Source: an optimization exercise on an open RTL-to-GDS flow (aim: small area and a short achievable clock period). Production flows keep margins and buffers that such runs may drop. Where RTL was checked, it was by simulation tests only, not by an equivalence proof against the original. The flow treats the clock pin as an ideal source. Dropping or thinning the clock tree relies on that and would not hold on a real chip. No activity file was given, so power comes from the tool's default toggle rates.

Setup of run 1:
==> flow/design.v (excerpt) <==
module Division(
	input         clock,
	input         start,
	input  [31:0] a,
	input  [31:0] b,
	output reg [31:0] q,
	output reg [31:0] r
);
  reg [31:0] bq;
  reg [5:0]  cnt;
  wire        run = ~cnt[5];
  wire [31:0] x   = {r[30:0], q[31]};
  wire [31:0] t;       
  wire ng0, ng1, ng2, ng3, ng4, ng5, ng6, ng7, ng8, ng9, ng10, ng11, ng12, ng13, ng14, ng15, ng16, ng17, ng18, ng19, ng20, ng21, ng22, ng23, ng24, ng25, ng26, ng27, ng28, ng29, ng30, ng31;
  wire np1, np2, np3, np4, np5, np6, np7, np8, np9, np10, np11, np12, np13, np14, np15, np16, np17, np18, np19, np20, np21, np22, np23, np24, np25, np26, np27, np28, np29, np30, np31;
  wire G1_1, G1_3, P1_3, G1_5, P1_5, G1_7, P1_7, G1_9, P1_9, G1_11, P1_11, G1_13;
  wire P1_13, G1_15, P1_15, G1_17, P1_17, G1_19, P1_19, G1_21, P1_21, G1_23, P1_23, G1_25;
  wire P1_25, G1_27, P1_27, G1_29, P1_29, G1_31, P1_31, G2_3, G2_7, P2_7, G2_11, P2_11;
  wire G2_15, P2_15, G2_19, P2_19, G2_23, P2_23, G2_27, P2_27, G2_31, P2_31, G2_3_n, G3_5;
  wire G3_7, G2_11_n, P2_11_n, G3_13, P3_13, G3_15, P3_15, G2_19_n, P2_19_n, G3_21, P3_21, G3_23;
  wire P3_23, G2_27_n, P2_27_n, G3_29, P3_29, G3_31, P3_31, G4_9, G3_7_n, G4_11, G4_13, G4_15;
  wire G4_25, P4_25, G3_23_n, P3_23_n, G4_27, P4_27, G4_29, P4_29, G4_31, P4_31, G4_15_n, G5_17;
  wire G5_19, G5_21, G5_23, G5_25, G5_27, G5_29, G5_31, G1_1_n, G6_2, G6_4, G6_6, G6_8;
  wire G6_10, G4_11_n, G6_12, G4_13_n, G6_14, G6_16, G6_18, G5_19_n, G6_20, G5_21_n, G6_22, G6_24;
  wire G5_25_n, G6_26, G6_28, G6_30;
  ...
clock: 6.0 ns
lec_check: 0
cap_margin: 20
core_margin: 2
core_utilization: 40
cts_buf_list: sky130_fd_sc_hd__clkbuf_8
place_density: 0.7
setup_slack_margin: 3.7
slew_margin: 20
synth_hierarchical: 1
synth_minimum_keep_size: 0
standard.sh (not shown) runs the stock make flow with config.mk's settings and CLKGATE_MAP_FILE= SYNTH_SCRIPT=/design/flow/synth_recipe.tcl, a recipe that flattens the netlist after the stock synthesis.
==> flow/flow/run.sh <==
#!/bin/bash
# Standard ORFS layout (the standard.sh) with these changes:
#  - the port buffers are the smallest buffer (buf_1) instead of the one buffer_ports picks;
#  - the full-adder extraction step in synthesis is skipped, so ABC maps the adder logic itself;
#  - ABC sizes cells for a 1 fF load instead of 5 fF (smaller cells; the placer's repair sizes up).
# Each tool's output goes to the logs under orfs/logs; make's output goes to standard.log.
export BUFFER_PORTS_ARGS="-buffer_cell sky130_fd_sc_hd__buf_1"
export ADDER_MAP_FILE=
bash standard.sh ABC_LOAD_IN_FF=1 finish > standard.log 2>&1
In summary, run 1 completed successfully, with a layout that passed the timing, design-rule and antenna checks.
What run 2 does differently from run 1 at the input level:
Settings: changing SETUP_SLACK_MARGIN from 3.7 to 3.6; changing PLACE_DENSITY from 0.7 to 0.6.
Findings:
Run 2 | status: complete | timing, DRC, antenna: pass. Clock network fraction of total power: run 2 vs run 1 down 2.2 points. On combinational group power, the higher figure sits with run 1, not run 2. Compared with run 1, in run 2 proportion of total power due to net switching now sits higher; total power decreased by 3.8% relative to the old numbers; leakage component of the power lost 0.000011 uW.
#### Input delta (run 3 over run 2)
Settings: a change of PLACE_DENSITY from 0.6 to 0.5; a change of SETUP_SLACK_MARGIN from 3.6 to 3.7.
- Summary: pre-CTS setup slack, run 3 worse than run 2
- From run 2 to run 3 the numbers moved as follows: met3 routed wirelength +about 20%, logic gate share of total power ~0 delta, register share of the cell area -1.1 points.
- Summary of run 3 over run 2: setup slack has increased, summed area of non-filler cells in the final layout has increased.
- Delta (run 3 minus run 2): clock-buffer cell count lower, post-synthesis to final-layout area growth higher, clock share of power higher.
- Multi-input logic portion of the cell area (run 3 over run 2): decrease, 0.68 points
Input-level comparison between run 4 and run 3:
Settings: PLACE_DENSITY now 0.6, was 0.5.
[summary]
- Looking at startpoint of the worst setup timing path, the start result is from run 4; the r[31] one comes from run 3.
- Run 4 vs. run 3: final-layout worst hold slack went up by 0.0036 ns.
- Compared with run 3, run 4 shows weighted congestion reported at the end of routability-driven placement that has gone up slightly.
- According to the power report, total power for run 4 is lower than for run 3.
What run 5 does differently from run 4 at the input level:
Settings: SETUP_SLACK_MARGIN changed from 3.7 to 3.8.
--- outcome ---
- Run 5 finished end to end and its layout was clean on timing, DRC and antenna.
- Relative to run 4, the summed area of non-filler cells in the final layout measured on run 5 has increased by a few percent.
- Cmp run 4 and run 5 / worst-case setup margin in the final layout / lower: run 4
- When run 5 is set beside run 4, its global-route usage over all layers turns out to be 0.79 points larger.
- Compared with run 4, wire length on met3 in run 5 increased by more than a quarter.
- Sort run 4 and run 5 by data arrival time of the worst path, ascending, and run 5 comes first.
- | fraction of area in clock buffers and inverters | run 5 vs run 4 | 0.92 points higher |
- Compared with run 4, run 5 is the more power-hungry design.

---

== v6 ==
Division, a different RTL version from the one above (not shown whole).
// Division
module Division(
	input         clock,
	input         start,
	input  [31:0] a,
	input  [31:0] b,
	output reg [31:0] q,
	output reg [31:0] r
);
  reg [31:0] bq;
  reg [5:0]  cnt;
  reg        f1;
  wire        run = ~cnt[5];
  wire [31:0] x   = {r[30:0], q[31]};
  wire [31:0] t;       
  wire ng0, ng1, ng2, ng3, ng4, ng5, ng6, ng7, ng8, ng9, ng10, ng11, ng12, ng13, ng14, ng15, ng16, ng17, ng18, ng19, ng20, ng21, ng22, ng23, ng24, ng25, ng26, ng27, ng28, ng29, ng30, ng31;
  wire np1, np2, np3, np4, np5, np6, np7, np8, np9, np10, np11, np12, np13, np14, np15, np16, np17, np18, np19, np20, np21, np22, np23, np24, np25, np26, np27, np28, np29, np30, np31;
  wire G1_1, G1_3, P1_3, G1_5, P1_5, G1_7, P1_7, G1_9, P1_9, G1_11, P1_11, G1_13;
  wire P1_13, G1_15, P1_15, G1_17, P1_17, G1_19, P1_19, G1_21, P1_21, G1_23, P1_23, G1_25;
  wire P1_25, G1_27, P1_27, G1_29, P1_29, G1_31, P1_31, G2_3, G2_7, P2_7, G2_11, P2_11;
  wire G2_15, P2_15, G2_19, P2_19, G2_23, P2_23, G2_27, P2_27, G2_31, P2_31, G2_3_n, G3_5;
  wire G3_7, G2_11_n, P2_11_n, G3_13, P3_13, G3_15, P3_15, G2_19_n, P2_19_n, G3_21, P3_21, G3_23;
  wire P3_23, G2_27_n, P2_27_n, G3_29, P3_29, G3_31, P3_31, G4_9, G3_7_n, G4_11, G4_13, G4_15;
  wire G4_25, P4_25, G3_23_n, P3_23_n, G4_27, P4_27, G4_29, P4_29, G4_31, P4_31, G4_15_n, G5_17;
  wire G5_19, G5_21, G5_23, G5_25, G5_27, G5_29, G5_31, GT2_0, GT2_1, PT2_1, GT2_2, PT2_2;
  wire GT2_3, PT2_3, GT2_4, PT2_4, GT2_5, PT2_5, GT2_6, PT2_6, GT2_7, PT2_7, GT3_0, GT3_1;
  wire PT3_1, GT3_2, PT3_2, GT3_3, PT3_3, GT4_0, GT4_1, PT4_1, GT5_0, G1_1_n, G6_2, G6_4;
  wire G6_6, G6_8, G6_10, G4_11_n, G6_12, G4_13_n, G6_14, G6_16, G6_18, G5_19_n, G6_20, G5_21_n;
  wire G6_22, G6_24, G5_25_n, G6_26, G6_28, G6_30;
  div_pg0 pg0 (.x(x[0]), .b(bq[0]), .ng(ng0), .t(t[0]));
  div_pg  pg1 (.x(x[1]), .b(bq[1]), .ng(ng1), .np(np1));
  div_t   tt1 (.ng(ng1), .np(np1), .t(t[1]));
  div_pg  pg2 (.x(x[2]), .b(bq[2]), .ng(ng2), .np(np2));
  div_t   tt2 (.ng(ng2), .np(np2), .t(t[2]));
  div_pg  pg3 (.x(x[3]), .b(bq[3]), .ng(ng3), .np(np3));
  div_t   tt3 (.ng(ng3), .np(np3), .t(t[3]));
  div_pg  pg4 (.x(x[4]), .b(bq[4]), .ng(ng4), .np(np4));
  div_t   tt4 (.ng(ng4), .np(np4), .t(t[4]));
  div_pg  pg5 (.x(x[5]), .b(bq[5]), .ng(ng5), .np(np5));
  ...
clock: 6.0 ns
lec_check: 0
cap_margin: 20
core_margin: 2
core_utilization: 40
place_density: 0.6
setup_slack_margin: 4.0
slew_margin: 20
synth_hierarchical: 1
synth_minimum_keep_size: 0
==> flow/flow/run.sh <==
#!/bin/bash
# Standard ORFS layout (the standard.sh) with these changes:
#  - the port buffers are the smallest buffer (buf_1) instead of the one buffer_ports picks;
#  - the full-adder extraction step in synthesis is skipped, so ABC maps the adder logic itself;
#  - ABC sizes cells for a 1 fF load instead of 5 fF (smaller cells; the placer's repair sizes up);
#  - the clock tree is one level of four clkbuf_16 (flow/clock_buffers.tcl, via the
#    PRE_CTS_TCL hook) instead of TritonCTS's two levels.
# Each tool's output goes to the logs under orfs/logs; make's output goes to standard.log.
export BUFFER_PORTS_ARGS="-buffer_cell sky130_fd_sc_hd__buf_1"
export ADDER_MAP_FILE=
export PRE_CTS_TCL="$PWD/flow/pre_cts.tcl"
bash standard.sh ABC_LOAD_IN_FF=1 finish > standard.log 2>&1
Other scripts of this flow, unchanged in this note and not shown: flow/flow/clock_buffers.tcl, flow/flow/pre_cts.tcl
v6 completed every stage of the flow, and the final layout passed the timing, design-rule and antenna checks.
Setup changes, v6 to v7
# v6
export LEC_CHECK = 0
export CAP_MARGIN = 20
export CORE_MARGIN = 2
export CORE_UTILIZATION = 40
export PLACE_DENSITY = 0.6
export SETUP_SLACK_MARGIN = 4.0
export SLEW_MARGIN = 20
export SYNTH_HIERARCHICAL = 1
export SYNTH_MINIMUM_KEEP_SIZE = 0
create_clock -name core_clock -period 6.0 [get_ports {clock}]
# v7
export LEC_CHECK = 0
export CAP_MARGIN = 20
export CORE_MARGIN = 2
export CORE_UTILIZATION = 40
export PLACE_DENSITY = 0.6
export SETUP_SLACK_MARGIN = 3.9
export SLEW_MARGIN = 20
export SYNTH_HIERARCHICAL = 1
export SYNTH_MINIMUM_KEEP_SIZE = 0
create_clock -name core_clock -period 6.0 [get_ports {clock}]
==> comparison <==
v7 completed; timing, DRC and antenna clean
[v7] wire length of the first global-routing pass fell about 1.9% relative to v6
Diff v6 and v7: register-to-register setup slack lower in v7
Looking only at final worst-path cycle share, and setting everything else aside, the lower value of v6 and v7 goes to v6.
Summary: with v6 as the reference, cell-internal power in v7 moved down slightly.
Of v6 and v7, the run reporting the lower slew at the pin with the worst max-slew slack was v7.
When v7 is measured against v6, its count of buffering cells on the critical path with inverters included turns out 1 higher.
Delta (v7 minus v6): area growth from synthesis to layout shrank by 5.5 points; met1 wire length now sits lower; final area fell 260 µm².
Diff v6..v7 | setup total negative slack | unchanged
On worst setup slack, v7 does worse than v6.
Function was not checked in any run of this note: the RTL went through the layout flow alone. In every run of this note, the design's own scripts or RTL, not TritonCTS, make the clock network.

-- what the ideal ports hide --
The flow's constraints put no driver on any port. The routed layouts listed below were extracted and timed again, unchanged, in two steps. Step 1 (the two cells are an assumption about what drives the block):
set clk [get_ports {clock}]
set_driving_cell -lib_cell sky130_fd_sc_hd__clkbuf_16 $clk
set_driving_cell -lib_cell sky130_fd_sc_hd__buf_2 [delete_from_list [all_inputs] $clk]
Step 2, shift: input delay + t, output delay - t, t = (earliest + latest rising clock arrival at the registers) / 2. This alone moves slack from input paths to output paths. Slacks: ideal ports / drivers / drivers and shift; pairs: ideal ports / drivers.
run	t, ns	setup WS [ns]	clock arrival spread, ns	worst slew at a driven data input, ns	cell pins on the clock port's net
run 1	0.390	3.789 / 3.753 / 3.439	0.011 / 0.012	0.04	1
run 2	0.396	3.761 / 3.761 / 3.384	0.009 / 0.009	0.04	1
run 3	0.396	3.780 / 3.746 / 3.413	0.007 / 0.007	0.04	1
run 4	0.396	3.792 / 3.767 / 3.401	0.008 / 0.008	0.04	1
run 5	0.393	3.853 / 3.822 / 3.478	0.007 / 0.007	0.05	1
v6	0.245	4.025 / 3.941 / 4.059	0.012 / 0.012	0.05	4
v7	0.246	3.970 / 3.900 / 3.970	0.017 / 0.018	0.05	4
After both steps every run listed still meets setup and hold. The setup slack of run 4, which loses most, moves by -0.025 ns with the drivers and by -0.391 ns with both steps.
